Context: an optimization exercise on an open-source flow, tuned for small area and a short achievable clock period. The choices shown serve that exercise and are no tape-out recipe. Where RTL was checked, it was by simulation tests only, not by an equivalence proof against the original. No functional check of the RTL was part of run 2. No activity file was given, so power comes from the tool's default toggle rates.

**flow/config.mk**
```make
export PLATFORM = sky130hd
export DESIGN_NAME = ml_demodulator
export DESIGN_NICKNAME = ml_demodulator
export VERILOG_FILES = /design/flow/design.v
export SDC_FILE = /design/flow/constraint.sdc
export NUM_CORES = 8
export LEC_CHECK = 0
export CAP_MARGIN = 20
export CORE_MARGIN = 2
export CORE_UTILIZATION = 60
export PLACE_DENSITY = 0.7
export SETUP_SLACK_MARGIN = 5
export SLEW_MARGIN = 20
```
**flow/constraint.sdc**
```tcl
create_clock -name core_clock -period 11.0 [get_ports {i_clk}]
set_input_delay 2.2000 -clock core_clock [delete_from_list [all_inputs] [get_ports {i_clk}]]
set_output_delay 2.2000 -clock core_clock [all_outputs]
set_load 0.01 [all_outputs]
```
**flow/design.v**
```verilog
module ml_demodulator_lane #(parameter LANE = 0) (
    input             clk,
    input             bwe,         
    input             rb,          
    input             sen,         
    input      [1:0]  sk,          
    input      [1:0]  sp,          
    input      [3:0]  eo,          
    input      [10:0] t_s, t_c,    
    input      [10:0] dpos, dneg,  
    input      [1:0]  sel_j,       
    output reg [5:0]  s_out,
    output     [10:0] p1,
    output     [7:0]  s1
);
    wire e_l4 = (eo == 4'd1), e_c1 = (eo == 4'd2), e_c2 = (eo == 4'd3), e_c3 = (eo == 4'd4);
    wire e_c4 = (eo == 4'd5), e_c5 = (eo == 4'd6), e_d1 = (eo == 4'd7), e_d2 = (eo == 4'd8);
    wire e_d3 = (eo == 4'd9), e_cb = (eo == 4'd11), e_it = (eo == 4'd12), e_c31 = (eo == 4'd13);
    wire e_mrg = (eo == 4'd10) | e_cb | e_it | e_c31;
    reg  [10:0] s_temp [0:3];
    reg  [10:0] min_PED_1st, min_PED_2nd, min_PED_3rd, min_PED_temp, min_PED_temp2;
    reg  [1:0]  d1_76, d2_76, d3_76;
    reg  [3:0]  d1_h, d2_h, d3_h, dt_h, dt2_h;      
    reg         d1_0, d2_0, d3_0, dt_0, dt2_0;      
    wire [7:0]  s_fianl_1st   = {d1_76, d1_h, LANE[0], d1_0};
    wire [7:0]  s_fianl_2nd   = {d2_76, d2_h, LANE[0], d2_0};
    wire [7:0]  s_fianl_3rd   = {d3_76, d3_h, LANE[0], d3_0};
    wire [7:0]  s_final_temp  = {2'b00, dt_h, LANE[0], dt_0};
    wire [7:0]  s_final_temp2 = {2'b00, dt2_h, LANE[0], dt2_0};
    assign p1 = min_PED_1st;
    assign s1 = s_fianl_1st;
    always @(*) begin
        case (sel_j)
            2'd0: s_out = s_fianl_1st[5:0];
            2'd1: s_out = s_fianl_2nd[5:0];
            default: s_out = s_fianl_3rd[5:0];
        endcase
    end
    reg [10:0] b_s, b_c;
    always @(posedge clk) if (bwe) begin b_s <= t_s; b_c <= t_c; end
    wire [10:0] rx = rb ? dneg : dpos;
    wire [10:0] e  = b_s + b_c + ~rx + 11'd1;
    reg  [10:0] er;
    always @(posedge clk) er <= e;
    wire [9:0]  u = er[9:0];
    wire [19:0] sq_diag;
    genvar gi;
    generate
        for (gi = 0; gi < 10; gi = gi + 1) begin : g_diag
            assign sq_diag[2*gi] = u[gi];
            assign sq_diag[2*gi+1] = (gi == 5) ? er[10] : 1'b0;    
        end
    endgenerate
    wire [19:0] sq_r0 = ({10'd0, u[9:1] & {9{u[0]}}} << 2);
    wire [19:0] sq_r1 = ({10'd0, u[9:2] & {8{u[1]}}} << 4);
    wire [19:0] sq_r2 = ({10'd0, u[9:3] & {7{u[2]}}} << 6);
    wire [19:0] sq_r3 = ({10'd0, u[9:4] & {6{u[3]}}} << 8);
    wire [19:0] sq_r4 = ({10'd0, u[9:5] & {5{u[4]}}} << 10);
    wire [19:0] sq_r5 = ({10'd0, u[9:6] & {4{u[5]}}} << 12);
    wire [19:0] sq_r6 = ({10'd0, u[9:7] & {3{u[6]}}} << 14);
    wire [19:0] sq_r7 = ({10'd0, u[9:8] & {2{u[7]}}} << 16);
    wire [19:0] sq_r8 = ({10'd0, u[9:9] & {1{u[8]}}} << 18);
    wire [19:0] sq_sg = er[10] ? {~u[8:0], 11'd0} : 20'd0;
    wire [19:0] sqt_s1 = sq_diag ^ sq_r0 ^ sq_r1;
    wire [19:0] sqt_m1 = (sq_diag & sq_r0) | (sq_diag & sq_r1) | (sq_r0 & sq_r1);
    wire [19:0] sqt_c1 = {sqt_m1[18:0], 1'b0};
    wire [19:0] sqt_s2 = sq_r2 ^ sq_r3 ^ sq_r4;
    wire [19:0] sqt_m2 = (sq_r2 & sq_r3) | (sq_r2 & sq_r4) | (sq_r3 & sq_r4);
    wire [19:0] sqt_c2 = {sqt_m2[18:0], 1'b0};
    wire [19:0] sqt_s3 = sq_r5 ^ sq_r6 ^ sq_r7;
    wire [19:0] sqt_m3 = (sq_r5 & sq_r6) | (sq_r5 & sq_r7) | (sq_r6 & sq_r7);
    wire [19:0] sqt_c3 = {sqt_m3[18:0], 1'b0};
    wire [19:0] sqt_s4 = sqt_s1 ^ sqt_c1 ^ sqt_s2;
    wire [19:0] sqt_m4 = (sqt_s1 & sqt_c1) | (sqt_s1 & sqt_s2) | (sqt_c1 & sqt_s2);
    wire [19:0] sqt_c4 = {sqt_m4[18:0], 1'b0};
    wire [19:0] sqt_s5 = sqt_c2 ^ sqt_s3 ^ sqt_c3;
    wire [19:0] sqt_m5 = (sqt_c2 & sqt_s3) | (sqt_c2 & sqt_c3) | (sqt_s3 & sqt_c3);
    wire [19:0] sqt_c5 = {sqt_m5[18:0], 1'b0};
    wire [19:0] sqt_s6 = sqt_s4 ^ sqt_c4 ^ sqt_s5;
    wire [19:0] sqt_m6 = (sqt_s4 & sqt_c4) | (sqt_s4 & sqt_s5) | (sqt_c4 & sqt_s5);
    wire [19:0] sqt_c6 = {sqt_m6[18:0], 1'b0};
    wire [19:0] sqt_s7 = sqt_c5 ^ sq_r8 ^ sq_sg;
    wire [19:0] sqt_m7 = (sqt_c5 & sq_r8) | (sqt_c5 & sq_sg) | (sq_r8 & sq_sg);
    wire [19:0] sqt_c7 = {sqt_m7[18:0], 1'b0};
    wire [19:0] sqt_s8 = sqt_s6 ^ sqt_c6 ^ sqt_s7;
    wire [19:0] sqt_m8 = (sqt_s6 & sqt_c6) | (sqt_s6 & sqt_s7) | (sqt_c6 & sqt_s7);
    wire [19:0] sqt_c8 = {sqt_m8[18:0], 1'b0};
    wire [19:0] sqt_s9 = sqt_s8 ^ sqt_c8 ^ sqt_c7;
    wire [19:0] sqt_m9 = (sqt_s8 & sqt_c8) | (sqt_s8 & sqt_c7) | (sqt_c8 & sqt_c7);
    wire [19:0] sqt_c9 = {sqt_m9[18:0], 1'b0};
    wire [9:0] sq_lo = {1'b0, sqt_s9[8:0]} + {1'b0, sqt_c9[8:0]};
    reg  [10:0] q_s, q_c;
    reg         q_ci;
    always @(posedge clk) begin
        q_s  <= sqt_s9[19:9];
        q_c  <= sqt_c9[19:9];
        q_ci <= sq_lo[9];
    end
    reg  [10:0] pa;
    always @(*) begin
        case (sp)
            2'd0: pa = 11'd0;
            2'd1: pa = min_PED_1st;
            2'd2: pa = min_PED_2nd;
            default: pa = min_PED_3rd;
        endcase
    end
    wire [10:0] a1 = sk[1] ? (sk[0] ? s_temp[1] : s_temp[0]) : pa;
    wire [10:0] a2 = sk[0] ? s_temp[3] : s_temp[2];
    wire [10:0] x1s = a1 ^ q_s ^ q_c;
    wire [10:0] x1m = (a1 & q_s) | (a1 & q_c) | (q_s & q_c);
    wire [10:0] x2s = a2 ^ q_s ^ q_c;
    wire [10:0] x2m = (a2 & q_s) | (a2 & q_c) | (q_s & q_c);
    wire [10:0] o1 = x1s + {x1m[9:0], 1'b0} + {10'd0, q_ci};
    wire [10:0] o2 = x2s + {x2m[9:0], 1'b0} + {10'd0, q_ci};
    always @(posedge clk) if (sen) begin
        case (sk)
            2'd0: begin s_temp[0] <= o1; s_temp[1] <= o1; end
            2'd1: begin s_temp[2] <= o1; s_temp[3] <= o1; end
            2'd2: begin s_temp[0] <= o1; s_temp[2] <= o2; end
            default: begin s_temp[1] <= o1; s_temp[3] <= o2; end
        endcase
    end
    wire lt01 = s_temp[0] < s_temp[1], lt02 = s_temp[0] < s_temp[2], lt03 = s_temp[0] < s_temp[3];
    wire lt12 = s_temp[1] < s_temp[2], lt13 = s_temp[1] < s_temp[3], lt23 = s_temp[2] < s_temp[3];
    wire eq01 = s_temp[0] == s_temp[1], eq02 = s_temp[0] == s_temp[2], eq03 = s_temp[0] == s_temp[3];
    wire eq12 = s_temp[1] == s_temp[2], eq13 = s_temp[1] == s_temp[3], eq23 = s_temp[2] == s_temp[3];
    wire lt10 = ~lt01 & ~eq01, lt20 = ~lt02 & ~eq02, lt30 = ~lt03 & ~eq03;
    wire lt21 = ~lt12 & ~eq12, lt31 = ~lt13 & ~eq13, lt32 = ~lt23 & ~eq23;
    reg [1:0] C1_1st, C1_3rd, C1_temp;
    always @(*) begin
        C1_1st = 2'd0; C1_3rd = 2'd0; C1_temp = 2'd0;
        if(lt01 && lt02 && lt03)
        begin
        C1_1st = 2'd0;
        if(lt13 && lt23)
        begin
        C1_3rd = 2'd1;
        C1_temp = 2'd2;
        end
        else if(lt12 && lt32)
        begin
        C1_3rd = 2'd1;
        C1_temp = 2'd3;
        end
        else
        begin
        C1_3rd = 2'd2;
        C1_temp = 2'd3;
        end
        end
        else if(lt10 && lt12 && lt13)
        begin
        C1_1st = 2'd1;
        if(lt03 && lt23)
        begin
        C1_3rd = 2'd0;
        C1_temp = 2'd2;
        end
        else if(lt02 && lt32)
        begin
        C1_3rd = 2'd0;
        C1_temp = 2'd3;
        end
        else
        begin
        C1_3rd = 2'd2;
        C1_temp = 2'd3;
        end
        end
        else if(lt20 && lt21 && lt23)
        begin
        C1_1st = 2'd2;
        if(lt03 && lt13)
        begin
        C1_3rd = 2'd0;
        C1_temp = 2'd1;
        end
        else if(lt10 && lt03)
        begin
        C1_3rd = 2'd1;
        C1_temp = 2'd3;
        end
        else
        begin
        C1_3rd = 2'd0;
        C1_temp = 2'd3;
        end
        end
        else
        begin
        C1_1st = 2'd3;
        if(lt02 && lt12)
        begin
        C1_3rd = 2'd0;
        C1_temp = 2'd1;
        end
        else if(lt01 && lt21)
        begin
        C1_3rd = 2'd0;
        C1_temp = 2'd2;
        end
        else
        begin
        C1_3rd = 2'd2;
        C1_temp = 2'd1;
        end
        end
    end
    reg [1:0] C2_2nd, C2_temp2;
    always @(*) begin
        C2_2nd = 2'd0; C2_temp2 = 2'd0;
        if(lt01 && lt02 && lt03)
        begin
        C2_2nd = 2'd0;
        if(lt12 && lt13)
        begin
        C2_temp2 = 2'd1;
        end
        else if(lt21 && lt23)
        begin
        C2_temp2 = 2'd2;
        end
        else
        begin
        C2_temp2 = 2'd3;
        end
        end
        else if(lt10 && lt12 && lt13)
        begin
        C2_2nd = 2'd1;
        if(lt02 && lt03)
        begin
        C2_temp2 = 2'd0;
        end
        else if(lt20 && lt23)
        begin
        C2_temp2 = 2'd2;
        end
        else
        begin
        C2_temp2 = 2'd3;
        end
        end
        else if(lt20 && lt21 && lt23)
        begin
        C2_2nd = 2'd2;
        if(lt01 && lt03)
        begin
        C2_temp2 = 2'd0;
        end
        else if(lt10 && lt13)
        begin
        C2_temp2 = 2'd1;
        end
        else
        begin
        C2_temp2 = 2'd3;
        end
        end
        else
        begin
        C2_2nd = 2'd3;
        if(lt01 && lt02)
        begin
        C2_temp2 = 2'd0;
        end
        else if(lt10 && lt12)
        begin
        C2_temp2 = 2'd1;
        end
        else
        begin
        C2_temp2 = 2'd2;
        end
        end
    end
    reg [1:0] C3_1st, C3_temp;
    always @(*) begin
        C3_1st = 2'd0; C3_temp = 2'd0;
        if(lt01 && lt02 && lt03)
        begin
        C3_1st = 2'd0;
        if(lt12 && lt13)
        begin
        C3_temp = 2'd1;
        end
        else if(lt21 && lt23)
        begin
        C3_temp = 2'd2;
        end
        else
        begin
        C3_temp = 2'd3;
        end
        end
        else if(lt10 && lt12 && lt13)
        begin
        C3_1st = 2'd1;
        if(lt02 && lt03)
        begin
        C3_temp = 2'd0;
        end
        else if(lt20 && lt23)
        begin
        C3_temp = 2'd2;
        end
        else
        begin
        C3_temp = 2'd3;
        end
        end
        else if(lt20 && lt21 && lt23)
        begin
        C3_1st = 2'd2;
        if(lt01 && lt03)
        begin
        C3_temp = 2'd0;
        end
        else if(lt10 && lt13)
        begin
        C3_temp = 2'd1;
        end
        else
        begin
        C3_temp = 2'd3;
        end
        end
        else
        begin
        C3_1st = 2'd3;
        if(lt01 && lt02)
        begin
        C3_temp = 2'd0;
        end
        else if(lt10 && lt12)
        begin
        C3_temp = 2'd1;
        end
        else
        begin
        C3_temp = 2'd2;
        end
        end
    end
    reg [1:0] C4_2nd, C4_temp2;
    always @(*) begin
        C4_2nd = 2'd0; C4_temp2 = 2'd0;
        if(lt01 && lt02 && lt03)
        begin
        C4_2nd = 2'd0;
        if(lt12 && lt13)
        begin
        C4_temp2 = 2'd1;
        end
        else if(lt21 && lt23)
        begin
        C4_temp2 = 2'd2;
        end
        else
        begin
        C4_temp2 = 2'd3;
        end
        end
        else if(lt10 && lt12 && lt13)
        begin
        C4_2nd = 2'd1;
        if(lt02 && lt03)
        begin
        C4_temp2 = 2'd0;
        end
        else if(lt20 && lt23)
        begin
        C4_temp2 = 2'd2;
        end
        else
        begin
        C4_temp2 = 2'd3;
        end
        end
        else if(lt20 && lt21 && lt23)
        begin
        C4_2nd = 2'd2;
        if(lt01 && lt03)
        begin
        C4_temp2 = 2'd0;
        end
        else if(lt10 && lt13)
        begin
        C4_temp2 = 2'd1;
        end
        else
        begin
        C4_temp2 = 2'd3;
        end
        end
        else
        begin
        C4_2nd = 2'd3;
        if(lt01 && lt02)
        begin
        C4_temp2 = 2'd0;
        end
        else if(lt10 && lt12)
        begin
        C4_temp2 = 2'd1;
        end
        else
        begin
        C4_temp2 = 2'd2;
        end
        end
    end
    reg [1:0] C5_3rd, C5_temp2;
    always @(*) begin
        C5_3rd = 2'd0; C5_temp2 = 2'd0;
        if(lt01 && lt02 && lt03)
        begin
        C5_3rd = 2'd0;
        if(lt12 && lt13)
        begin
        C5_temp2 = 2'd1;
        end
        else if(lt21 && lt23)
        begin
        C5_temp2 = 2'd2;
        end
        else
        begin
        C5_temp2 = 2'd3;
        end
        end
        else if(lt10 && lt12 && lt13)
        begin
        C5_3rd = 2'd1;
        if(lt02 && lt03)
        begin
        C5_temp2 = 2'd0;
        end
        else if(lt20 && lt23)
        begin
        C5_temp2 = 2'd2;
        end
        else
        begin
        C5_temp2 = 2'd3;
        end
        end
        else if(lt20 && lt21 && lt23)
        begin
        C5_3rd = 2'd2;
        if(lt01 && lt03)
        begin
        C5_temp2 = 2'd0;
        end
        else if(lt10 && lt13)
        begin
        C5_temp2 = 2'd1;
        end
        else
        begin
        C5_temp2 = 2'd3;
        end
        end
        else
        begin
        C5_3rd = 2'd3;
        if(lt01 && lt02)
        begin
        C5_temp2 = 2'd0;
        end
        else if(lt10 && lt12)
        begin
        C5_temp2 = 2'd1;
        end
        else
        begin
        C5_temp2 = 2'd2;
        end
        end
    end
    reg [1:0] D1_1st;
    always @(*) begin
        D1_1st = 2'd0;
        if(lt01 && lt02 && lt03)
        begin
        D1_1st = 2'd0;
        end
        else if(lt10 && lt12 && lt13)
        begin
        D1_1st = 2'd1;
        end
        else if(lt20 && lt21 && lt23)
        begin
        D1_1st = 2'd2;
        end
        else
        begin
        D1_1st = 2'd3;
        end
    end
    reg [1:0] D2_2nd;
    always @(*) begin
        D2_2nd = 2'd0;
        if(lt01 && lt02 && lt03)
        begin
        D2_2nd = 2'd0;
        end
        else if(lt10 && lt12 && lt13)
        begin
        D2_2nd = 2'd1;
        end
        else if(lt20 && lt21 && lt23)
        begin
        D2_2nd = 2'd2;
        end
        else
        begin
        D2_2nd = 2'd3;
        end
    end
    reg [1:0] D3_3rd;
    always @(*) begin
        D3_3rd = 2'd0;
        if(lt01 && lt02 && lt03)
        begin
        D3_3rd = 2'd0;
        end
        else if(lt10 && lt12 && lt13)
        begin
        D3_3rd = 2'd1;
        end
        else if(lt20 && lt21 && lt23)
        begin
        D3_3rd = 2'd2;
        end
        else
        begin
        D3_3rd = 2'd3;
        end
    end
    wire [1:0] iM  = e_l4 ? (LANE ? 2'd2 : 2'd0) : C1_1st;
    wire [1:0] iX2 = e_l4 ? (LANE ? 2'd3 : 2'd1) : (e_c1 ? C1_3rd : C2_temp2);
    wire [1:0] iX3 = C1_temp;
    wire       ps1 = e_c1 | e_c3 | e_d1;
    wire       ps2 = e_c2 | e_c4 | e_d2;
    wire [4:0] par = ps1 ? {d1_h, d1_0} : (ps2 ? {d2_h, d2_0} : {d3_h, d3_0});
    wire       f32 = e_c1 | e_c2;        
    wire [10:0] vM  = s_temp[iM];
    wire [10:0] vX2 = s_temp[iX2];
    wire [10:0] vX3 = s_temp[iX3];
    wire [4:0]  nM  = f32 ? {par[4:3], iM,  par[0]} : {iM,  par[2:1], par[0]};
    wire [4:0]  nX2 = f32 ? {par[4:3], iX2, par[0]} : {iX2, par[2:1], par[0]};
    wire [4:0]  nX3 = {par[4:3], iX3, par[0]};
    wire        mIT = e_it;
    wire        mCB = e_cb;
    wire [10:0] mA = min_PED_1st, mB = min_PED_2nd;
    wire [10:0] mC = mIT ? min_PED_temp : min_PED_3rd;
    wire [10:0] mT = mCB ? min_PED_temp : min_PED_temp2;
    wire [4:0]  mS = mCB ? {dt_h, dt_0} : {dt2_h, dt2_0};
    wire gAB = mB < mA, gAC = mC < mA, gBC = mC < mB;
    wire eAB = mA == mB, eAC = mA == mC, eBC = mB == mC;
    wire gBA = ~gAB & ~eAB, gCA = ~gAC & ~eAC, gCB = ~gBC & ~eBC;
    wire amax = gAB & gAC, bmax = gBA & gBC, cmax = gCA & gCB;
    wire repA = amax & (mT < mA);
    wire repB = ~amax & bmax & (mT < mB);
    wire repC = ~amax & ~bmax & cmax & (mT < mC);
    wire c31a = gAB & gCB;            
    wire c31b = ~c31a & gAC & gBC;    
    wire mg   = e_mrg & ~e_c31;
    wire rA   = mg & repA, rB = mg & repB, rC3 = mg & repC & ~mIT, rCT = mg & repC & mIT;
    wire c3a  = e_c31 & c31a, c3b = e_c31 & c31b;
    wire p1m  = e_l4 | e_c1 | e_c3 | e_d1;
    wire p2m  = e_c2 | e_c4 | e_d2;
    wire p3m  = e_c5 | e_d3;
    wire s1n  = e_c1 | e_c3;
    wire s2n  = e_c2 | e_c4;
    wire t2x  = e_c2 | e_c4 | e_c5;
    wire en1  = p1m | rA | c3a | c3b;
    wire en2  = p2m | e_l4 | rB;
    wire en3  = p3m | e_c1 | rC3;
    wire enT  = e_c1 | e_c3 | rCT;
    wire [10:0] nP1 = ({11{p1m}} & vM) | ({11{rA}} & mT) | ({11{c3a}} & min_PED_2nd) | ({11{c3b}} & min_PED_3rd);
    wire [10:0] nP2 = ({11{p2m}} & vM) | ({11{e_l4}} & vX2) | ({11{rB}} & mT);
    wire [10:0] nP3 = ({11{p3m}} & vM) | ({11{e_c1}} & vX2) | ({11{rC3}} & mT);
    wire [10:0] nPT = ({11{e_c1}} & vX3) | ({11{e_c3}} & vX2) | ({11{rCT}} & mT);
    wire [4:0]  nS1 = ({5{s1n}} & nM) | ({5{rA}} & mS) | ({5{c3a}} & {d2_h, d2_0}) | ({5{c3b}} & {d3_h, d3_0});
    wire [4:0]  nS2 = ({5{s2n}} & nM) | ({5{e_l4}} & 5'b00001) | ({5{rB}} & mS);
    wire [4:0]  nS3 = ({5{e_c5}} & nM) | ({5{e_c1}} & nX2) | ({5{rC3}} & mS);
    wire [4:0]  nST = ({5{e_c1}} & nX3) | ({5{e_c3}} & nX2) | ({5{rCT}} & mS);
    wire [1:0]  n76 = ({2{e_d1}} & iM) | ({2{c3a}} & d2_76) | ({2{c3b}} & d3_76);
    always @(posedge clk) begin
        if (en1) min_PED_1st <= nP1;
        if (en2) min_PED_2nd <= nP2;
        if (en3) min_PED_3rd <= nP3;
        if (enT) min_PED_temp <= nPT;
        if (t2x) min_PED_temp2 <= vX2;
        if (e_l4 | s1n | rA | c3a | c3b) {d1_h, d1_0} <= nS1;
        if (e_l4 | s2n | rB) {d2_h, d2_0} <= nS2;
        if (e_c5 | e_c1 | rC3) {d3_h, d3_0} <= nS3;
        if (enT) {dt_h, dt_0} <= nST;
        if (t2x) {dt2_h, dt2_0} <= nX2;
        if (e_d1 | c3a | c3b) d1_76 <= n76;
        if (e_d2) d2_76 <= iM;
        if (e_d3) d3_76 <= iM;
    end
endmodule
module ml_demodulator(
    i_clk,
    i_reset,
    i_trig,
    i_y_hat,
    i_r,
    i_rd_rdy,
    o_rd_vld,
    o_llr,
    o_hard_bit
);
    input i_clk;
    input i_reset;
    input i_trig;
    input [159:0] i_y_hat;
    input [319:0] i_r;
    input i_rd_rdy;
    output o_rd_vld;
    output [7:0] o_llr;
    output o_hard_bit;
    reg [10:0] y4i, y4r, y3i, y3r, y2i, y2r, y1i, y1r;
    reg [10:0] ch [0:15];
    reg       busy;
    reg [5:0] cyc;
    always @(posedge i_clk or posedge i_reset) begin
        if (i_reset) begin
            busy <= 1'b0;
            cyc  <= 6'd0;
        end else if (i_trig) begin
            busy <= 1'b1;
            cyc  <= 6'd0;
        end else if (busy) begin
            cyc  <= cyc + 6'd1;
            if (cyc == 6'd57) busy <= 1'b0;
        end
    end
    reg [21-1:0] cw_next, cw;
    always @(*) begin
        cw_next = 21'h1800;
        if (busy) begin
            case (cyc)
            6'd0: cw_next = 21'h12000;
            6'd1: cw_next = 21'hbc00;
            6'd2: cw_next = 21'h18200;
            6'd3: cw_next = 21'h680;
            6'd4: cw_next = 21'h81b00;
            6'd5: cw_next = 21'h90380;
            6'd6: cw_next = 21'h88c02;
            6'd7: cw_next = 21'h98220;
            6'd8: cw_next = 21'ha0ea0;
            6'd9: cw_next = 21'hb0320;
            6'd10: cw_next = 21'ha8fa0;
            6'd11: cw_next = 21'hb8244;
            6'd12: cw_next = 21'h26c0;
            6'd13: cw_next = 21'h3340;
            6'd14: cw_next = 21'h43c0;
            6'd15: cw_next = 21'h5006;
            6'd16: cw_next = 21'h1014;
            6'd17: cw_next = 21'h16;
            6'd18: cw_next = 21'h0;
            6'd19: cw_next = 21'h100800;
            6'd20: cw_next = 21'h116000;
            6'd21: cw_next = 21'h10fc00;
            6'd22: cw_next = 21'h118220;
            6'd23: cw_next = 21'h120ea0;
            6'd24: cw_next = 21'h130320;
            6'd25: cw_next = 21'h128fa0;
            6'd26: cw_next = 21'h138248;
            6'd27: cw_next = 21'h140ec0;
            6'd28: cw_next = 21'h150340;
            6'd29: cw_next = 21'h148fc0;
            6'd30: cw_next = 21'h15826a;
            6'd31: cw_next = 21'h26f8;
            6'd32: cw_next = 21'h3378;
            6'd33: cw_next = 21'h43f8;
            6'd34: cw_next = 21'h500c;
            6'd35: cw_next = 21'h1014;
            6'd36: cw_next = 21'h16;
            6'd37: cw_next = 21'h0;
            6'd38: cw_next = 21'h180800;
            6'd39: cw_next = 21'h190000;
            6'd40: cw_next = 21'h188c00;
            6'd41: cw_next = 21'h198220;
            6'd42: cw_next = 21'h1a0ea0;
            6'd43: cw_next = 21'h1b0320;
            6'd44: cw_next = 21'h1a8fa0;
            6'd45: cw_next = 21'h1b824e;
            6'd46: cw_next = 21'h1c0ec0;
            6'd47: cw_next = 21'h1d0340;
            6'd48: cw_next = 21'h1c8fc0;
            6'd49: cw_next = 21'h1d8270;
            6'd50: cw_next = 21'h6e0;
            6'd51: cw_next = 21'h360;
            6'd52: cw_next = 21'h3e0;
            6'd53: cw_next = 21'h12;
            6'd54: cw_next = 21'h1a;
            6'd55: cw_next = 21'h0;
            6'd56: cw_next = 21'h1;
            6'd57: cw_next = 21'h1800;
                default: cw_next = 21'h1800;
            endcase
        end
    end
    always @(posedge i_clk) cw <= cw_next;
    wire [1:0] k_lay = cw[20:19];
    wire [1:0] k_j = cw[18:17];
    wire [0:0] k_lane = cw[16:16];
    wire [0:0] k_part = cw[15:15];
    wire [2:0] k_slot = cw[14:12];
    wire [0:0] k_bwe = cw[11:11];
    wire [0:0] k_rb = cw[10:10];
    wire [0:0] k_sen = cw[9:9];
    wire [1:0] k_sk = cw[8:7];
    wire [1:0] k_sp = cw[6:5];
    wire [3:0] k_eo = cw[4:1];
    wire [0:0] k_fin = cw[0:0];
    reg [10:0] cwp;     
    always @(posedge i_clk) cwp <= {k_bwe, k_rb, k_sen, k_sk, k_sp, k_eo};
    wire [10:0] cx = ch[0];
    wire [10:0] cx1 = {cx[10], cx[10:1]};
    wire [10:0] cx3 = {{3{cx[10]}}, cx[10:3]};
    wire [10:0] cx4 = {{4{cx[10]}}, cx[10:4]};
    wire [10:0] cpos = cx1 + cx3 + cx4;
    wire [1:0]  ccor = {1'b0, ~cx[0]} + {1'b0, ~|cx[2:0]} + {1'b0, ~|cx[3:0]};
    wire        cmin = (cx == 11'h400);
    wire [10:0] cneg = cmin ? cpos : (~cx1 + ~cx3 + ~cx4 + {9'd0, ccor});
    reg [10:0] dP, dN, f1rP, f1rN, f1iP, f1iN;
    wire [10:0] f3rP = ch[12], f3rN = ch[13], f3iP = ch[14], f3iN = ch[15];
    always @(posedge i_clk) begin
        case (k_slot)
            3'd1: begin dP   <= cpos; dN   <= cneg; end
            3'd2: begin f1rP <= cpos; f1rN <= cneg; end
            3'd3: begin f1iP <= cpos; f1iN <= cneg; end
            default: ;
        endcase
    end
    wire       ch_sh = (k_slot != 3'd0);
    wire       ch_tail = ch_sh & (cyc < 6'd6);
    integer ci;
    always @(posedge i_clk) begin
        if (~busy) begin
        ch[0] <= i_r[319:309];    
        ch[1] <= i_r[279:269];    
        ch[2] <= i_r[299:289];    
        ch[3] <= i_r[179:169];    
        ch[4] <= i_r[239:229];    
        ch[5] <= i_r[259:249];    
        ch[6] <= i_r[139:129];    
        ch[7] <= i_r[159:149];    
        ch[8] <= i_r[79:69];    
        ch[9] <= i_r[39:29];    
        ch[10] <= i_r[59:49];    
        ch[11] <= i_r[199:189];    
        ch[12] <= i_r[219:209];    
        ch[13] <= i_r[99:89];    
        ch[14] <= i_r[119:109];    
        ch[15] <= i_r[19:9];    
        end else begin
            if (ch_sh) for (ci = 0; ci < 12; ci = ci + 1) ch[ci] <= ch[ci + 1];
            if (k_slot == 3'd6) begin ch[12] <= cpos; ch[13] <= cneg; end
            else if (k_slot == 3'd7) begin ch[14] <= cpos; ch[15] <= cneg; end
            else if (ch_tail) for (ci = 12; ci < 15; ci = ci + 1) ch[ci] <= ch[ci + 1];
        end
    end
    always @(posedge i_clk) begin
        if (~busy) begin
            y4i <= i_y_hat[159:149]; y4r <= i_y_hat[139:129];
            y3i <= i_y_hat[119:109]; y3r <= i_y_hat[ 99: 89];
            y2i <= i_y_hat[ 79: 69]; y2r <= i_y_hat[ 59: 49];
            y1i <= i_y_hat[ 39: 29]; y1r <= i_y_hat[ 19:  9];
        end else begin
            if (k_slot == 3'd4) begin y4r <= cpos; y3r <= cneg; end
            if (k_slot == 3'd5) begin y4i <= cpos; y3i <= cneg; end
        end
    end
    wire [10:0] f2rP = y4r, f2iP = y4i, f2rN = y3r, f2iN = y3i;
    reg [5:0] tf2_next, tf2;
    always @(*) begin
        tf2_next = 6'h2;
        if (busy) begin
            case (cyc)
                6'd0: tf2_next = 6'h1;
                6'd1: tf2_next = 6'h3;
                6'd2: tf2_next = 6'h0;
                6'd3: tf2_next = 6'h10;
                6'd4: tf2_next = 6'h12;
                6'd5: tf2_next = 6'h11;
                6'd6: tf2_next = 6'h13;
                6'd7: tf2_next = 6'h14;
                6'd8: tf2_next = 6'h16;
                6'd9: tf2_next = 6'h15;
                6'd10: tf2_next = 6'h17;
                6'd11: tf2_next = 6'h0;
                6'd12: tf2_next = 6'h0;
                6'd13: tf2_next = 6'h0;
                6'd14: tf2_next = 6'h0;
                6'd15: tf2_next = 6'h0;
                6'd16: tf2_next = 6'h0;
                6'd17: tf2_next = 6'h0;
                6'd18: tf2_next = 6'h20;
                6'd19: tf2_next = 6'h22;
                6'd20: tf2_next = 6'h21;
                6'd21: tf2_next = 6'h23;
                6'd22: tf2_next = 6'h24;
                6'd23: tf2_next = 6'h26;
                6'd24: tf2_next = 6'h25;
                6'd25: tf2_next = 6'h27;
                6'd26: tf2_next = 6'h28;
                6'd27: tf2_next = 6'h2a;
                6'd28: tf2_next = 6'h29;
                6'd29: tf2_next = 6'h2b;
                6'd30: tf2_next = 6'h0;
                6'd31: tf2_next = 6'h0;
                6'd32: tf2_next = 6'h0;
                6'd33: tf2_next = 6'h0;
                6'd34: tf2_next = 6'h0;
                6'd35: tf2_next = 6'h0;
                6'd36: tf2_next = 6'h0;
                6'd37: tf2_next = 6'h30;
                6'd38: tf2_next = 6'h32;
                6'd39: tf2_next = 6'h31;
                6'd40: tf2_next = 6'h33;
                6'd41: tf2_next = 6'h34;
                6'd42: tf2_next = 6'h36;
                6'd43: tf2_next = 6'h35;
                6'd44: tf2_next = 6'h37;
                6'd45: tf2_next = 6'h38;
                6'd46: tf2_next = 6'h3a;
                6'd47: tf2_next = 6'h39;
                6'd48: tf2_next = 6'h3b;
                6'd49: tf2_next = 6'h0;
                6'd50: tf2_next = 6'h0;
                6'd51: tf2_next = 6'h0;
                6'd52: tf2_next = 6'h0;
                6'd53: tf2_next = 6'h0;
                6'd54: tf2_next = 6'h0;
                6'd55: tf2_next = 6'h0;
                6'd56: tf2_next = 6'h0;
                6'd57: tf2_next = 6'h2;
                default: tf2_next = 6'h2;
            endcase
        end
    end
    always @(posedge i_clk) tf2 <= tf2_next;
    wire [1:0] n_lay = tf2[5:4];
    wire [1:0] n_j = tf2[3:2];
    wire       n_lane = tf2[1];
    wire       n_part = tf2[0];
    wire [5:0] s_n, s_p;
    wire [5:0] ns = (n_lay == 2'd1) ? {4'd0, n_lane, n_j[0]} : (n_lane ? s_p : s_n);
    wire ng1 = (n_lay != 2'd0), ng2 = n_lay[1], ng3 = (n_lay == 2'd3);
    reg  a1s, b1s, a2s, b2s, a3s, b3s, g1, g2, g3;
    always @(posedge i_clk) begin
        a1s <= n_part ? ns[0] : ns[1];
        b1s <= n_part ? ns[1] : ns[0];
        a2s <= n_part ? ns[2] : ns[3];
        b2s <= n_part ? ns[3] : ns[2];
        a3s <= n_part ? ns[4] : ns[5];
        b3s <= n_part ? ns[5] : ns[4];
        g1 <= ng1; g2 <= ng2; g3 <= ng3;
    end
    wire [10:0] va1 = {11{g1}} & (a1s ? f1rN : f1rP);
    wire [10:0] vb1 = {11{g1}} & (b1s ? f1iN : f1iP);
    wire [10:0] va2 = {11{g2}} & (a2s ? f2rN : f2rP);
    wire [10:0] vb2 = {11{g2}} & (b2s ? f2iN : f2iP);
    wire [10:0] va3 = {11{g3}} & (a3s ? f3rN : f3rP);
    wire [10:0] vb3 = {11{g3}} & (b3s ? f3iN : f3iP);
    reg  [10:0] t_y;
    always @(*) begin
        case ({k_lay, k_part})
            3'b000: t_y = y4r; 3'b001: t_y = y4i;
            3'b010: t_y = y3r; 3'b011: t_y = y3i;
            3'b100: t_y = y2r; 3'b101: t_y = y2i;
            3'b110: t_y = y1r; default: t_y = y1i;
        endcase
    end
    wire [10:0] t_a1 = ~va1, t_a2 = ~va2, t_a3 = ~va3;
    wire [10:0] t_b1 = k_part ? ~vb1 : vb1;
    wire [10:0] t_b2 = k_part ? ~vb2 : vb2;
    wire [10:0] t_b3 = k_part ? ~vb3 : vb3;
    wire [10:0] t_k  = k_part ? 11'd6 : 11'd3;
    wire [10:0] trt_s10 = t_y ^ t_a1 ^ t_a2;
    wire [10:0] trt_m10 = (t_y & t_a1) | (t_y & t_a2) | (t_a1 & t_a2);
    wire [10:0] trt_c10 = {trt_m10[9:0], 1'b0};
    wire [10:0] trt_s11 = t_a3 ^ t_b1 ^ t_b2;
    wire [10:0] trt_m11 = (t_a3 & t_b1) | (t_a3 & t_b2) | (t_b1 & t_b2);
    wire [10:0] trt_c11 = {trt_m11[9:0], 1'b0};
    wire [10:0] trt_s12 = trt_s10 ^ trt_c10 ^ trt_s11;
    wire [10:0] trt_m12 = (trt_s10 & trt_c10) | (trt_s10 & trt_s11) | (trt_c10 & trt_s11);
    wire [10:0] trt_c12 = {trt_m12[9:0], 1'b0};
    wire [10:0] trt_s13 = trt_c11 ^ t_b3 ^ t_k;
    wire [10:0] trt_m13 = (trt_c11 & t_b3) | (trt_c11 & t_k) | (t_b3 & t_k);
    wire [10:0] trt_c13 = {trt_m13[9:0], 1'b0};
    wire [10:0] trt_s14 = trt_s12 ^ trt_c12 ^ trt_s13;
    wire [10:0] trt_m14 = (trt_s12 & trt_c12) | (trt_s12 & trt_s13) | (trt_c12 & trt_s13);
    wire [10:0] trt_c14 = {trt_m14[9:0], 1'b0};
    wire [10:0] trt_s15 = trt_s14 ^ trt_c14 ^ trt_c13;
    wire [10:0] trt_m15 = (trt_s14 & trt_c14) | (trt_s14 & trt_c13) | (trt_c14 & trt_c13);
    wire [10:0] trt_c15 = {trt_m15[9:0], 1'b0};
    wire [10:0] p1_n, p1_p;
    wire [7:0]  s1_n, s1_p;
    ml_demodulator_lane #(.LANE(0)) lane_n (
        .clk(i_clk), .bwe(k_bwe & ~k_lane), .rb(k_rb), .sen(k_sen), .sk(k_sk), .sp(k_sp), .eo(k_eo),
        .t_s(trt_s15), .t_c(trt_c15), .dpos(dP), .dneg(dN),
        .sel_j(n_j), .s_out(s_n), .p1(p1_n), .s1(s1_n));
    ml_demodulator_lane #(.LANE(1)) lane_p (
        .clk(i_clk), .bwe(cwp[10] & k_lane), .rb(cwp[9]), .sen(cwp[8]), .sk(cwp[7:6]), .sp(cwp[5:4]), .eo(cwp[3:0]),
        .t_s(trt_s15), .t_c(trt_c15), .dpos(dP), .dneg(dN),
        .sel_j(n_j), .s_out(s_p), .p1(p1_p), .s1(s1_p));
    wire        fin  = busy & k_fin;
    wire        win  = (p1_n < p1_p);
    wire [7:0]  w_m  = win ? p1_n[8:1] : p1_p[8:1];
    wire [7:0]  w_s  = win ? s1_n : s1_p;
    reg  [7:0]  q_m [0:14];
    reg  [7:0]  q_sb [0:14];
    reg  [3:0]  wp, rp, cnt;
    reg  [2:0]  oi;
    reg         vld, pnd;
    reg  [7:0]  llr;
    wire        full = (cnt == 4'd15);
    wire        wr   = (fin | pnd) & ~full;
    always @(posedge i_clk) if (wr) begin
        q_m[wp]  <= w_m;
        q_sb[wp] <= w_s;
    end
    wire [7:0] h_m  = q_m[rp];
    wire [7:0] h_s  = q_sb[rp];
    wire       h_b  = h_s[~oi];
    wire [7:0] h_l  = h_b ? (h_m - 8'h7f) : (8'h7f - h_m);
    wire       free = ~vld | i_rd_rdy;
    wire       avail = (cnt != 4'd0);
    wire       pop  = free & avail;
    wire       done = pop & (oi == 3'd7);
    always @(posedge i_clk or posedge i_reset) begin
        if (i_reset) begin
            wp <= 4'd0; rp <= 4'd0; cnt <= 4'd0; oi <= 3'd0; vld <= 1'b0; pnd <= 1'b0;
        end else begin
            if (wr) wp <= (wp == 4'd14) ? 4'd0 : wp + 4'd1;
            if (done) rp <= (rp == 4'd14) ? 4'd0 : rp + 4'd1;
            cnt <= cnt + {3'd0, wr} - {3'd0, done};
            pnd <= (fin | pnd) & full;
            if (pop) oi <= oi + 3'd1;
            if (free) vld <= avail;
        end
    end
    always @(posedge i_clk) if (pop) llr <= h_l;
    assign o_rd_vld   = vld;
    assign o_llr      = llr;
    assign o_hard_bit = llr[7];
endmodule
```
**flow/flow/run.sh**
```bash
#!/bin/bash
set -euo pipefail
cd "$(dirname "$0")/.."
bash standard.sh synth > flow_synth.log 2>&1
bash standard.sh SETUP_SLACK_MARGIN=7.0 \
  'CTS_ARGS=-sink_clustering_enable -repair_clock_nets -dont_use_dummy_load -sink_clustering_size 20 -sink_clustering_max_diameter 120' \
  finish > flow_layout.log 2>&1
```
**flow/standard.sh**
```bash
#!/bin/bash
# synth_recipe.tcl (not shown) runs the flow's synth.tcl, then flattens the netlist and writes it again
# the make line also repeats each setting of config.mk as NAME=value (left out here)
make -C /OpenROAD-flow-scripts/flow DESIGN_CONFIG=/design/flow/config.mk WORK_HOME=/design/flow/orfs CLKGATE_MAP_FILE= SYNTH_SCRIPT=/design/flow/synth_recipe.tcl "${@:-finish}"
```
==> metrics.md, run 1 <==
| Metric | Value |
|---|---|
| Critical Path Start Type | `flip-flop` |
| Synthesized instance count | `5463` |
| Ranking of synthesized cells by area | `edfxtp_1 42%, ha_1 9.6%, fa_1 5.8%` |
| Root Driver | `clkbuf_16` |
| First-pass GRT wire length | `257.6 mm` |
| Final setup margin | `around 7000 ps` |
| Syn_nets | `6613` |
| Vias in the first global route | `between 40000 and 50000` |
| Number of fill cells | `7826` |
| Setup violations, final | `0` |
| Multi-input logic area | `approximately 0.032 mm^2` |
| PD cells | `289.5 mW/mm^2` |
| Slew headroom | `17.21%` |
| Synth Register Bits | `1015` |
| Crit path capture type | `flip-flop` |
| Cell Rows | `118` |
| Post-CTS Hold Fix Bufs | `0` |
| Endpoints failing hold | `0` |
| Total GRT Usage | `approximately 31%` |
| VDD IR max | `0.0003696 V` |
| Reg-to-reg startpoint | `cwp[4]` |
| Clock Latency Late Sink | `710 ps` |
| Starting Density | `between 60% and 70%` |
| Worst EP arrival | `4520 ps` |
| Layout cells sized above 1 | `~16%` |
| Max frequency | `248.6 MHz` |
| Slew @ Worst Pin | `1242 ps` |
| Top cell type's share of synthesized area | `41.76%` |
| Maxcap violations | `0` |
| Dpl ws | `5473 ps` |
| Clk_skew | `83.89 ps` |
| Vias post-DR | `44560` |
| Min cycle time layout | `4023 ps` |
| Count leader, synth | `edfxtp_1` |
| Cells on worst reg2reg path | `17` |
| Mapped Avg Cell Area | `11.56 um^2` |
| Core region area | `0.1039 mm^2` |
| Synth cell types | `95` |
| CTS tree | `built` |
| Worst path slowest cell | `or4_4` |
| PortBufs | `277` |
| Max Slew Vio Count | `0` |
| Synth-to-Final Area Change | `13.43%` |
| First DRT Iteration DRCs | `4228` |
| R2r setup slk | `6980 ps` |
| Initial antenna violation count | `6` |
| Sequence of cells on the critical path | `buf_4 > o21ai_0 > a221o_1 > o21ai_2 > fa_1 > inv_1 > ha_1 > nor2b_1 > o21ai_1 > a21boi_1 > o21ai_1 > a21boi_1 > o21ai_1 > a21boi_1 > o21a_1 > or4_4 > nand4_1` |
| Htree depth | `2` |
| DR DRC count | `0` |
| Reg-to-reg endpoint | `lane_p.s_temp[2][10]` |
| Placed wire-length estimate | `approximately 120 mm` |
| Fin Setup TNS | `0 ps` |
| Clk slew on worst S/H paths | `90 ps` |
| Post-synth design cell area | `0.06313 mm^2` |
| Number of flops mapped to enable cells by yosys | `878` |
| Max incr delay on CP | `520 ps` |
| Final #Nets | `6953` |
| Result of the run | `complete, no violations` |
| Die width | `328.4 um` |
| RSZ-0062 raised after global routing | `true` |
| Final wirelength | `about 170 mm` |
| CP top delay family | `compound AO/OA/AOI/OAI gates` |
| Largest net degree at the start of global routing | `193` |
| Routed wire per std cell | `23.77 um` |
| Final ANT Viol Nets | `0` |
| Post-synth ARST share | `2.365%` |
| Tcrit/Tclk final | `36.57%` |
| Die height | `328.4 um` |
| Worst Path Buf+Inv | `2` |
| Storage element area | `0.02928 mm^2` |
| Worst Path Required | `between 10000 and 15000 ps` |
| 1st-pass router iterations | `7` |
| Worst Setup Path Type | `flip-flop to flip-flop` |
| Hold endpoint | `cwp[10]` |
| GPL Wtd Cong | `0.9327` |
| Overflow after GRT | `0` |
| Sequential area share after synthesis | `46.30%` |
| Die Area | `0.1078 mm^2` |
| IO Pins | `494` |
| Ys flop type | `edfxtp_1` |
| CTS sink cnt | `1015` |
| Cell taking the most area after synthesis | `edfxtp_1` |
| Vias per std cell | `6.202` |
| Hold Path Stages | `0` |
| CTS buffer count | `56` |
| Max clock buf depth | `3` |
| Hold crit path type | `flip-flop to flip-flop` |
| Hold path start | `cw[11]` |
| P_leak | `28.42 nW` |
| Crit path max fanout | `7` |
| Most common library cells after synthesis | `878 x edfxtp_1, 531 x inv_1, 482 x ha_1` |
| Ys Warns | `6` |
==> stage by stage <==
step / hold slack (ps) / instances / utilization [%] / power [mW] / area [um^2]
2_1_floorplan: 323.5 / 5463 / - / 13.74 / 63220
3_3_place_gp: 343.3 / 6940 / 64.78 / 17.21 / 67330
3_5_place_dp: 350.5 / 6941 / 64.80 / 17.45 / 67350
4_1_cts: 372.3 / 7080 / 67.43 / 20.18 / 70090
5_1_grt: 383.0 / 7184 / 68.90 / 22.26 / 71610
6_report: 368.1 / 7185 / 68.90 / 20.73 / 71610
==> logic make-up (layout without fill, tap and decap cells) <==
group                    count (synthesis)  after routing  share of synthesized area [%]
AND/OR/NAND/NOR                       1169           1171                          8.807
adder cells (fa/ha/maj)                666            666                          15.39
multiplexers                           556            556                          10.80
AO/OA/AOI/OAI                         1147           1149                          12.16
flip-flops                            1015           1015                          46.30
XOR/XNOR                               126            126                          1.748
other                                    0              4                              0
buffers and inverters                  784           1118                          4.802
==> cell type report <==
type	count	share of cell area [%]
antenna	4	0.01398
clock buffer	56	1.957
inverter	536	2.827
multi-input combinational	3668	44.97
sequential	1015	40.88
tap	1380	2.411
timing repair buffer	526	6.941
==> sequential cells by signal (all words and copies together), names as in the netlist, 19 cells and up <==
register / flops
ch: 176
cw: 19
lane_n.s_temp: 44
lane_p.s_temp: 44
q_m: 120
q_sb: 120
==> where the power goes <==
group | switching [mW] | leakage, nW | internal (mW)
Combinational | 7.15 | 18.3 | 5.16
Clock | 1.22 | 0.690 | 0.902
Sequential | 0.559 | 9.40 | 5.74
==> how the worst max path moves through the flow <==
stage | cells past startpoint | slack, ps | endpoint | from
floorplan | 18 | 7010 | lane_n.d1_0 | cw[3]
global placement | 18 | 5530 | lane_n.s_temp[3][10] | cw[5]
detailed placement | 18 | 5470 | lane_n.s_temp[3][10] | cw[5]
CTS | 16 | 6860 | lane_n.s_temp[3][10] | cw[5]
global route | 17 | 6830 | lane_n.s_temp[3][10] | lane_n.min_PED_2nd[2]
finish | 17 | 6980 | lane_p.s_temp[2][10] | cwp[4]
==> layout by cell type (no fill, tap or decap), types with 35 or more instances in the layout <==
cell type	n
xnor2_1	97
nand2_1	404
nor2_1	260
nand3_1	70
dfxtp_1	96
fa_1	177
a21oi_1	228
o221ai_1	64
o21ai_1	37
mux4_2	73
buf_4	220
mux2_2	258
a221o_1	35
inv_1	522
o21a_1	70
clkdlybuf4s50_1	277
clkbuf_16	58
and2_1	92
edfxtp_1	878
mux2i_1	179
nor2b_1	82
nand4_1	38
o21ai_0	265
ha_1	479
a21o_1	44
==> layer usage <==
metal  GRT usage, %  up-vias  part of all wire [%]
li1               -    20670                     -
met1          43.76    21780                    42
met2          50.99     1824                    48
met3          3.594      284                   7.2
met4          8.884        0                   3.1
met5              0        -                     0
==> timing repair <==
| item | 4_1_cts | 5_1_grt |
|---|---|---|
| resized for setup | 186 | 177 |
| gates cloned | 5 | 4 |
| setup buffers | 78 | 95 |
| endpoints found under the setup margin | 457 | 320 |
| pin swaps | 42 | 83 |
==> inputs of run 2 (changes only) <==
--- a/flow/design.v
+++ b/flow/design.v
@@ -5,4 +5,5 @@
     input             sen,         
     input      [1:0]  sk,          
+    input             pld,         
     input      [1:0]  sp,          
     input      [3:0]  eo,          
@@ -97,5 +98,5 @@
         q_ci <= sq_lo[9];
     end
-    reg  [10:0] pa;
+    reg  [10:0] pa, pcur;
     always @(*) begin
         case (sp)
@@ -106,5 +107,6 @@
         endcase
     end
-    wire [10:0] a1 = sk[1] ? (sk[0] ? s_temp[1] : s_temp[0]) : pa;
+    always @(posedge clk) if (pld) pcur <= pa;
+    wire [10:0] a1 = sk[1] ? (sk[0] ? s_temp[1] : s_temp[0]) : pcur;
     wire [10:0] a2 = sk[0] ? s_temp[3] : s_temp[2];
     wire [10:0] x1s = a1 ^ q_s ^ q_c;
@@ -639,89 +641,91 @@
         end else if (busy) begin
             cyc  <= cyc + 6'd1;
-            if (cyc == 6'd57) busy <= 1'b0;
+            if (cyc == 6'd58) busy <= 1'b0;
         end
     end
-    reg [21-1:0] cw_next, cw;
+    reg [22-1:0] cw_next, cw;
     always @(*) begin
-        cw_next = 21'h1800;
+        cw_next = 22'h3000;
         if (busy) begin
             case (cyc)
-            6'd0: cw_next = 21'h12000;
-            6'd1: cw_next = 21'hbc00;
-            6'd2: cw_next = 21'h18200;
-            6'd3: cw_next = 21'h680;
-            6'd4: cw_next = 21'h81b00;
-            6'd5: cw_next = 21'h90380;
-            6'd6: cw_next = 21'h88c02;
-            6'd7: cw_next = 21'h98220;
-            6'd8: cw_next = 21'ha0ea0;
-            6'd9: cw_next = 21'hb0320;
-            6'd10: cw_next = 21'ha8fa0;
-            6'd11: cw_next = 21'hb8244;
-            6'd12: cw_next = 21'h26c0;
-            6'd13: cw_next = 21'h3340;
-            6'd14: cw_next = 21'h43c0;
-            6'd15: cw_next = 21'h5006;
-            6'd16: cw_next = 21'h1014;
-            6'd17: cw_next = 21'h16;
-            6'd18: cw_next = 21'h0;
-            6'd19: cw_next = 21'h100800;
-            6'd20: cw_next = 21'h116000;
-            6'd21: cw_next = 21'h10fc00;
-            6'd22: cw_next = 21'h118220;
-            6'd23: cw_next = 21'h120ea0;
-            6'd24: cw_next = 21'h130320;
-            6'd25: cw_next = 21'h128fa0;
-            6'd26: cw_next = 21'h138248;
-            6'd27: cw_next = 21'h140ec0;
-            6'd28: cw_next = 21'h150340;
-            6'd29: cw_next = 21'h148fc0;
-            6'd30: cw_next = 21'h15826a;
-            6'd31: cw_next = 21'h26f8;
-            6'd32: cw_next = 21'h3378;
-            6'd33: cw_next = 21'h43f8;
-            6'd34: cw_next = 21'h500c;
-            6'd35: cw_next = 21'h1014;
-            6'd36: cw_next = 21'h16;
-            6'd37: cw_next = 21'h0;
-            6'd38: cw_next = 21'h180800;
-            6'd39: cw_next = 21'h190000;
-            6'd40: cw_next = 21'h188c00;
-            6'd41: cw_next = 21'h198220;
-            6'd42: cw_next = 21'h1a0ea0;
-            6'd43: cw_next = 21'h1b0320;
-            6'd44: cw_next = 21'h1a8fa0;
-            6'd45: cw_next = 21'h1b824e;
-            6'd46: cw_next = 21'h1c0ec0;
-            6'd47: cw_next = 21'h1d0340;
-            6'd48: cw_next = 21'h1c8fc0;
-            6'd49: cw_next = 21'h1d8270;
-            6'd50: cw_next = 21'h6e0;
-            6'd51: cw_next = 21'h360;
-            6'd52: cw_next = 21'h3e0;
-            6'd53: cw_next = 21'h12;
-            6'd54: cw_next = 21'h1a;
-            6'd55: cw_next = 21'h0;
-            6'd56: cw_next = 21'h1;
-            6'd57: cw_next = 21'h1800;
-                default: cw_next = 21'h1800;
+            6'd0: cw_next = 22'h24000;
+            6'd1: cw_next = 22'h17880;
+            6'd2: cw_next = 22'h30400;
+            6'd3: cw_next = 22'hd00;
+            6'd4: cw_next = 22'h2600;
+            6'd5: cw_next = 22'h101700;
+            6'd6: cw_next = 22'h120002;
+            6'd7: cw_next = 22'h1118a0;
+            6'd8: cw_next = 22'h130400;
+            6'd9: cw_next = 22'h141d00;
+            6'd10: cw_next = 22'h160600;
+            6'd11: cw_next = 22'h151fc0;
+            6'd12: cw_next = 22'h174404;
+            6'd13: cw_next = 22'h6d00;
+            6'd14: cw_next = 22'h8600;
+            6'd15: cw_next = 22'ha700;
+            6'd16: cw_next = 22'h2006;
+            6'd17: cw_next = 22'h14;
+            6'd18: cw_next = 22'h16;
+            6'd19: cw_next = 22'h0;
+            6'd20: cw_next = 22'h20d000;
+            6'd21: cw_next = 22'h22e000;
+            6'd22: cw_next = 22'h2118a0;
+            6'd23: cw_next = 22'h230400;
+            6'd24: cw_next = 22'h241d00;
+            6'd25: cw_next = 22'h260600;
+            6'd26: cw_next = 22'h251fc0;
+            6'd27: cw_next = 22'h270408;
+            6'd28: cw_next = 22'h281d00;
+            6'd29: cw_next = 22'h2a0600;
+            6'd30: cw_next = 22'h291fe0;
+            6'd31: cw_next = 22'h2b440a;
+            6'd32: cw_next = 22'h6d18;
+            6'd33: cw_next = 22'h8618;
+            6'd34: cw_next = 22'ha718;
+            6'd35: cw_next = 22'h200c;
+            6'd36: cw_next = 22'h14;
+            6'd37: cw_next = 22'h16;
+            6'd38: cw_next = 22'h0;
+            6'd39: cw_next = 22'h301000;
+            6'd40: cw_next = 22'h320000;
+            6'd41: cw_next = 22'h3118a0;
+            6'd42: cw_next = 22'h330400;
+            6'd43: cw_next = 22'h341d00;
+            6'd44: cw_next = 22'h360600;
+            6'd45: cw_next = 22'h351fc0;
+            6'd46: cw_next = 22'h37040e;
+            6'd47: cw_next = 22'h381d00;
+            6'd48: cw_next = 22'h3a0600;
+            6'd49: cw_next = 22'h391fe0;
+            6'd50: cw_next = 22'h3b0410;
+            6'd51: cw_next = 22'hd00;
+            6'd52: cw_next = 22'h600;
+            6'd53: cw_next = 22'h700;
+            6'd54: cw_next = 22'h12;
+            6'd55: cw_next = 22'h1a;
+            6'd56: cw_next = 22'h0;
+            6'd57: cw_next = 22'h1;
+            6'd58: cw_next = 22'h3000;
+                default: cw_next = 22'h3000;
             endcase
         end
     end
     always @(posedge i_clk) cw <= cw_next;
-    wire [1:0] k_lay = cw[20:19];
-    wire [1:0] k_j = cw[18:17];
-    wire [0:0] k_lane = cw[16:16];
-    wire [0:0] k_part = cw[15:15];
-    wire [2:0] k_slot = cw[14:12];
-    wire [0:0] k_bwe = cw[11:11];
-    wire [0:0] k_rb = cw[10:10];
-    wire [0:0] k_sen = cw[9:9];
-    wire [1:0] k_sk = cw[8:7];
+    wire [1:0] k_lay = cw[21:20];
+    wire [1:0] k_j = cw[19:18];
+    wire [0:0] k_lane = cw[17:17];
+    wire [0:0] k_part = cw[16:16];
+    wire [2:0] k_slot = cw[15:13];
+    wire [0:0] k_bwe = cw[12:12];
+    wire [0:0] k_rb = cw[11:11];
+    wire [0:0] k_sen = cw[10:10];
+    wire [1:0] k_sk = cw[9:8];
+    wire [0:0] k_pld = cw[7:7];
     wire [1:0] k_sp = cw[6:5];
     wire [3:0] k_eo = cw[4:1];
     wire [0:0] k_fin = cw[0:0];
-    reg [10:0] cwp;     
-    always @(posedge i_clk) cwp <= {k_bwe, k_rb, k_sen, k_sk, k_sp, k_eo};
+    reg [11:0] cwp;     
+    always @(posedge i_clk) cwp <= {k_bwe, k_rb, k_sen, k_sk, k_pld, k_sp, k_eo};
     wire [10:0] cx = ch[0];
     wire [10:0] cx1 = {cx[10], cx[10:1]};
@@ -790,13 +794,13 @@
                 6'd1: tf2_next = 6'h3;
                 6'd2: tf2_next = 6'h0;
-                6'd3: tf2_next = 6'h10;
-                6'd4: tf2_next = 6'h12;
-                6'd5: tf2_next = 6'h11;
-                6'd6: tf2_next = 6'h13;
-                6'd7: tf2_next = 6'h14;
-                6'd8: tf2_next = 6'h16;
-                6'd9: tf2_next = 6'h15;
-                6'd10: tf2_next = 6'h17;
-                6'd11: tf2_next = 6'h0;
+                6'd3: tf2_next = 6'h0;
+                6'd4: tf2_next = 6'h10;
+                6'd5: tf2_next = 6'h12;
+                6'd6: tf2_next = 6'h11;
+                6'd7: tf2_next = 6'h13;
+                6'd8: tf2_next = 6'h14;
+                6'd9: tf2_next = 6'h16;
+                6'd10: tf2_next = 6'h15;
+                6'd11: tf2_next = 6'h17;
                 6'd12: tf2_next = 6'h0;
                 6'd13: tf2_next = 6'h0;
@@ -805,17 +809,17 @@
                 6'd16: tf2_next = 6'h0;
                 6'd17: tf2_next = 6'h0;
-                6'd18: tf2_next = 6'h20;
-                6'd19: tf2_next = 6'h22;
-                6'd20: tf2_next = 6'h21;
-                6'd21: tf2_next = 6'h23;
-                6'd22: tf2_next = 6'h24;
-                6'd23: tf2_next = 6'h26;
-                6'd24: tf2_next = 6'h25;
-                6'd25: tf2_next = 6'h27;
-                6'd26: tf2_next = 6'h28;
-                6'd27: tf2_next = 6'h2a;
-                6'd28: tf2_next = 6'h29;
-                6'd29: tf2_next = 6'h2b;
-                6'd30: tf2_next = 6'h0;
+                6'd18: tf2_next = 6'h0;
+                6'd19: tf2_next = 6'h20;
+                6'd20: tf2_next = 6'h22;
+                6'd21: tf2_next = 6'h21;
+                6'd22: tf2_next = 6'h23;
+                6'd23: tf2_next = 6'h24;
+                6'd24: tf2_next = 6'h26;
+                6'd25: tf2_next = 6'h25;
+                6'd26: tf2_next = 6'h27;
+                6'd27: tf2_next = 6'h28;
+                6'd28: tf2_next = 6'h2a;
+                6'd29: tf2_next = 6'h29;
+                6'd30: tf2_next = 6'h2b;
                 6'd31: tf2_next = 6'h0;
                 6'd32: tf2_next = 6'h0;
@@ -824,17 +828,17 @@
                 6'd35: tf2_next = 6'h0;
                 6'd36: tf2_next = 6'h0;
-                6'd37: tf2_next = 6'h30;
-                6'd38: tf2_next = 6'h32;
-                6'd39: tf2_next = 6'h31;
-                6'd40: tf2_next = 6'h33;
-                6'd41: tf2_next = 6'h34;
-                6'd42: tf2_next = 6'h36;
-                6'd43: tf2_next = 6'h35;
-                6'd44: tf2_next = 6'h37;
-                6'd45: tf2_next = 6'h38;
-                6'd46: tf2_next = 6'h3a;
-                6'd47: tf2_next = 6'h39;
-                6'd48: tf2_next = 6'h3b;
-                6'd49: tf2_next = 6'h0;
+                6'd37: tf2_next = 6'h0;
+                6'd38: tf2_next = 6'h30;
+                6'd39: tf2_next = 6'h32;
+                6'd40: tf2_next = 6'h31;
+                6'd41: tf2_next = 6'h33;
+                6'd42: tf2_next = 6'h34;
+                6'd43: tf2_next = 6'h36;
+                6'd44: tf2_next = 6'h35;
+                6'd45: tf2_next = 6'h37;
+                6'd46: tf2_next = 6'h38;
+                6'd47: tf2_next = 6'h3a;
+                6'd48: tf2_next = 6'h39;
+                6'd49: tf2_next = 6'h3b;
                 6'd50: tf2_next = 6'h0;
                 6'd51: tf2_next = 6'h0;
@@ -844,5 +848,6 @@
                 6'd55: tf2_next = 6'h0;
                 6'd56: tf2_next = 6'h0;
-                6'd57: tf2_next = 6'h2;
+                6'd57: tf2_next = 6'h0;
+                6'd58: tf2_next = 6'h2;
                 default: tf2_next = 6'h2;
             endcase
@@ -908,9 +913,9 @@
     wire [7:0]  s1_n, s1_p;
     ml_demodulator_lane #(.LANE(0)) lane_n (
-        .clk(i_clk), .bwe(k_bwe & ~k_lane), .rb(k_rb), .sen(k_sen), .sk(k_sk), .sp(k_sp), .eo(k_eo),
+        .clk(i_clk), .bwe(k_bwe & ~k_lane), .rb(k_rb), .sen(k_sen), .sk(k_sk), .pld(k_pld), .sp(k_sp), .eo(k_eo),
         .t_s(trt_s15), .t_c(trt_c15), .dpos(dP), .dneg(dN),
         .sel_j(n_j), .s_out(s_n), .p1(p1_n), .s1(s1_n));
     ml_demodulator_lane #(.LANE(1)) lane_p (
-        .clk(i_clk), .bwe(cwp[10] & k_lane), .rb(cwp[9]), .sen(cwp[8]), .sk(cwp[7:6]), .sp(cwp[5:4]), .eo(cwp[3:0]),
+        .clk(i_clk), .bwe(cwp[11] & k_lane), .rb(cwp[10]), .sen(cwp[9]), .sk(cwp[8:7]), .pld(cwp[6]), .sp(cwp[5:4]), .eo(cwp[3:0]),
         .t_s(trt_s15), .t_c(trt_c15), .dpos(dP), .dneg(dN),
         .sel_j(n_j), .s_out(s_p), .p1(p1_p), .s1(s1_p));
==> run 2 against run 1 <==
Clock-buffer cell count increased by 2. Critical path depth increased by 1. Sequential share of layout area increased by 0.20 points. Via count is 1.6% higher. Critical endpoint is now ch[13][10]. Largest cell class unchanged.
==> metrics.md, run 2 <==
| Metric | Value |
|---|---|
| Hold crit path type | `flip-flop to flip-flop (unchanged)` |
| CTS buffer count | `58 (was 56)` |
| Worst Path Required | `11470 ps (was 11500 ps)` |
| Number of fill cells | `7786 (was 7826)` |
| Synth cell types | `95 (unchanged)` |
| Worst EP arrival | `4540 ps (was 4520 ps)` |
| Ranking of synthesized cells by area | `edfxtp_1 42%, ha_1 9.4%, fa_1 5.8% (was edfxtp_1 42%, ha_1 9.6%, fa_1 5.8%)` |
| PD cells | `312.4 mW/mm^2 (was 289.5 mW/mm^2)` |
| IO Pins | `494 (unchanged)` |
| Cell Rows | `119 (was 118)` |
| Fin util | `69.35% (was 68.90%)` |
| R2r setup slk | `6920 ps (was 6980 ps)` |
| Final #Nets | `7002 (was 6953)` |
| Hold path start | `cw[12] (was cw[11])` |
| Largest Register | `ch (unchanged)` |
| Number of flops mapped to enable cells by yosys | `900 (was 878)` |
| Final ANT Viol Nets | `0 (unchanged)` |
| Clk_skew | `68.47 ps (was 83.89 ps)` |
| Mapped Avg Cell Area | `11.69 um^2 (was 11.56 um^2)` |
| Synth Register Bits | `1039 (was 1015)` |
| Setup violations, final | `0 (unchanged)` |
| Largest regs | `ch (176), q_m (120), q_sb (120) (unchanged)` |
| Max frequency | `245.3 MHz (was 248.6 MHz)` |
| Final setup margin | `6923 ps (was 6977 ps)` |
| Slew headroom | `26.38% (was 17.21%)` |
| Ys Warns | `6 (unchanged)` |
| Fin Setup TNS | `0 ps (unchanged)` |
| Initial antenna violation count | `6 (unchanged)` |
| P_leak | `29.01 nW (was 28.42 nW)` |
| Result of the run | `complete, no violations (unchanged)` |
| Slew @ Worst Pin | `1099 ps (was 1242 ps)` |
| Cells on worst reg2reg path | `18 (was 17)` |
| Overflow after GRT | `0 (unchanged)` |
| Most common library cells after synthesis | `900 x edfxtp_1, 479 x ha_1, 479 x inv_1 (was 878 x edfxtp_1, 531 x inv_1, 482 x ha_1)` |
| Vias per std cell | `6.246 (was 6.202)` |
| Total GRT Usage | `31.86% (was 31.04%)` |
| Vias in the first global route | `44370 (was 43690)` |
| Die Area | `0.1088 mm^2 (was 0.1078 mm^2)` |
| Root Driver | `clkbuf_16 (unchanged)` |
| Commonest non-fill, non-tap cell in the layout | `edfxtp_1 (unchanged)` |
| Sequential area share after synthesis | `47.00% (was 46.30%)` |
| Syn_nets | `6594 (was 6613)` |
| Reg-to-reg endpoint | `ch[13][10] (was lane_p.s_temp[2][10])` |
| Hold Path Stages | `0 (unchanged)` |
| Fin Hold WS | `359.9 ps (was 368.1 ps)` |
| Post-CTS Hold Fix Bufs | `0 (unchanged)` |
| Layout cells sized above 1 | `17.26% (was 16.20%)` |
| Post-synth design cell area | `0.06368 mm^2 (was 0.06313 mm^2)` |
| Htree depth | `2 (unchanged)` |
| Fin cells | `7248 (was 7185)` |
| Placed instance count | `6942 (was 6941)` |
| Core region area | `0.1053 mm^2 (was 0.1039 mm^2)` |
| Endpoints failing hold | `0 (unchanged)` |
| RSZ-0062 raised after global routing | `true (unchanged)` |
| Synth-to-Final Area Change | `14.63% (was 13.43%)` |
| Maxcap violations | `0 (unchanged)` |
| Clk slew on worst S/H paths | `90 ps (about the same)` |
| Min cycle time layout | `4077 ps (was 4023 ps)` |
| Final wirelength | `177.4 mm (was 170.8 mm)` |
| First-pass GRT wire length | `263.5 mm (was 257.6 mm)` |
| Crit path capture type | `flip-flop (unchanged)` |
| Post-synth ARST share | `2.310% (was 2.365%)` |
| Critical Path Start Type | `flip-flop (unchanged)` |
| Hold endpoint | `cwp[11] (was cwp[10])` |
| First DRT Iteration DRCs | `4848 (was 4228)` |
| Clock Latency Late Sink | `710 ps (about the same)` |
| Tcrit/Tclk final | `37.07% (was 36.57%)` |
| Starting Density | `60.50% (was 60.74%)` |
| GPL Wtd Cong | `0.9528 (was 0.9327)` |
| Dpl ws | `5349 ps (was 5473 ps)` |
| Die height | `329.8 um (was 328.4 um)` |
## run 2: cells by family (layout without fill, tap and decap cells)
family	count (synthesis)	count (layout)	share of synthesized area, %
simple gates	1161	1170	8.611
buf+inv	728	1124	4.483
mux	567	567	10.98
compound gates	1158	1159	11.93
xor+xnor	131	131	1.802
fa+ha+maj	663	663	15.19
flops	1039	1039	47.00
other cells	0	4	0
## run 2: final cells by class
class	instances	area (um^2)	share of cell area, %
inverter	481	1815	2.487
timing repair buffer	585	5604	7.676
multi-input combinational	3690	32390	44.37
tap	1391	1740	2.384
antenna	4	10.01	0.01371
clock buffer	58	1451	1.988
sequential	1039	29990	41.08
## run 2: worst max-delay path by stage
| stage | from | end | slack, ps | depth (start not counted) |
|---|---|---|---|---|
| CTS | ch[0][4] | ch[13][10] | 6910 | 17 |
| global route | ch[0][0] | ch[13][10] | 6730 | 18 |
| finish | ch[0][0] | ch[13][10] | 6920 | 18 |
| global placement | lane_n.s_temp[2][4] | lane_n.min_PED_temp[1] | 5400 | 13 |
| detailed placement | lane_n.s_temp[2][8] | lane_n.min_PED_temp[0] | 5350 | 13 |
| floorplan | ch[0][0] | ch[13][10] | 7010 | 18 |
## run 2: worst max-delay path: stages, from the launching register on
cell and delay (ps):
edfxtp_1 430, or3_4 410, nand2b_4 160, fa_2 480, inv_2 90, ha_4 130, inv_2 40, fa_2 370
nor2b_4 150, o21ai_4 70, a21boi_2 170, o21ai_2 90, a21boi_2 180, o21ai_2 80, a21oi_2 210, o21ai_2 110
a211oi_4 320, o21ai_2 80, mux2_2 260
## run 2: what timing repair did
| item | 4_1_cts | 5_1_grt |
|---|---|---|
| pin swaps | 42 | 60 |
| resized for setup | 197 | 197 |
| buffers inserted | 118 | 106 |
| cloned | 15 | 4 |
| setup endpoints to repair | 437 | 327 |
## run 2: metrics by stage
step	total power [mW]	cell area, um^2
global route	24.27	73000
global placement	18.49	67940
detailed placement	18.78	67940
finish	22.80	73000
floorplan	14.87	63740
CTS	21.82	71270
## run 2: where the power goes
group	leakage [nW]	switching (mW)	internal, mW
Clock	0.715	1.26	0.932
Sequential	9.72	0.563	5.90
Combinational	18.6	8.21	5.94
Total	29.0	10.0	12.8
## run 2: per-layer routing
metal | wire [um] | track usage [%] | up-vias | share of wire, %
met4 | 6259 | 10.02 | 6 | 3.5
met1 | 70950 | 42.85 | 22100 | 40
met5 | 96 | 0 | - | 0.054
met3 | 13870 | 4.708 | 371 | 7.8
met2 | 86210 | 53.54 | 2033 | 49
li1 | - | - | 20760 | -

[afterwards: timing with drivers on the ports]
The results above use ideal ports. As a check the final layouts listed here were re-extracted and re-timed, cells and wires unchanged. Step 1 assumes that a clkbuf_16 drives the clock port and a buf_2 every other input. Step 2 moves the port delays by t, midway between the first and last clock arrival at a register: inputs arrive t later, outputs are due t later. That takes back most of the time a late clock gives input paths. Three values: ideal, step 1, step 2; two values: the first two.
run | t, ns | slack for setup (ns) | slew at the worst register clock pin (ns) | worst data-port slew with drivers (ns)
run 1 | 0.745 | 6.977 / 6.977 / 6.535 | 0.09 / 0.09 | 0.10
run 2 | 0.751 | 6.923 / 6.923 / 6.622 | 0.10 / 0.10 | 0.14
After both steps every run listed still meets setup and hold. For run 1, which loses most, drivers alone change the setup slack by 0.000 ns; drivers and shift together by -0.442 ns.
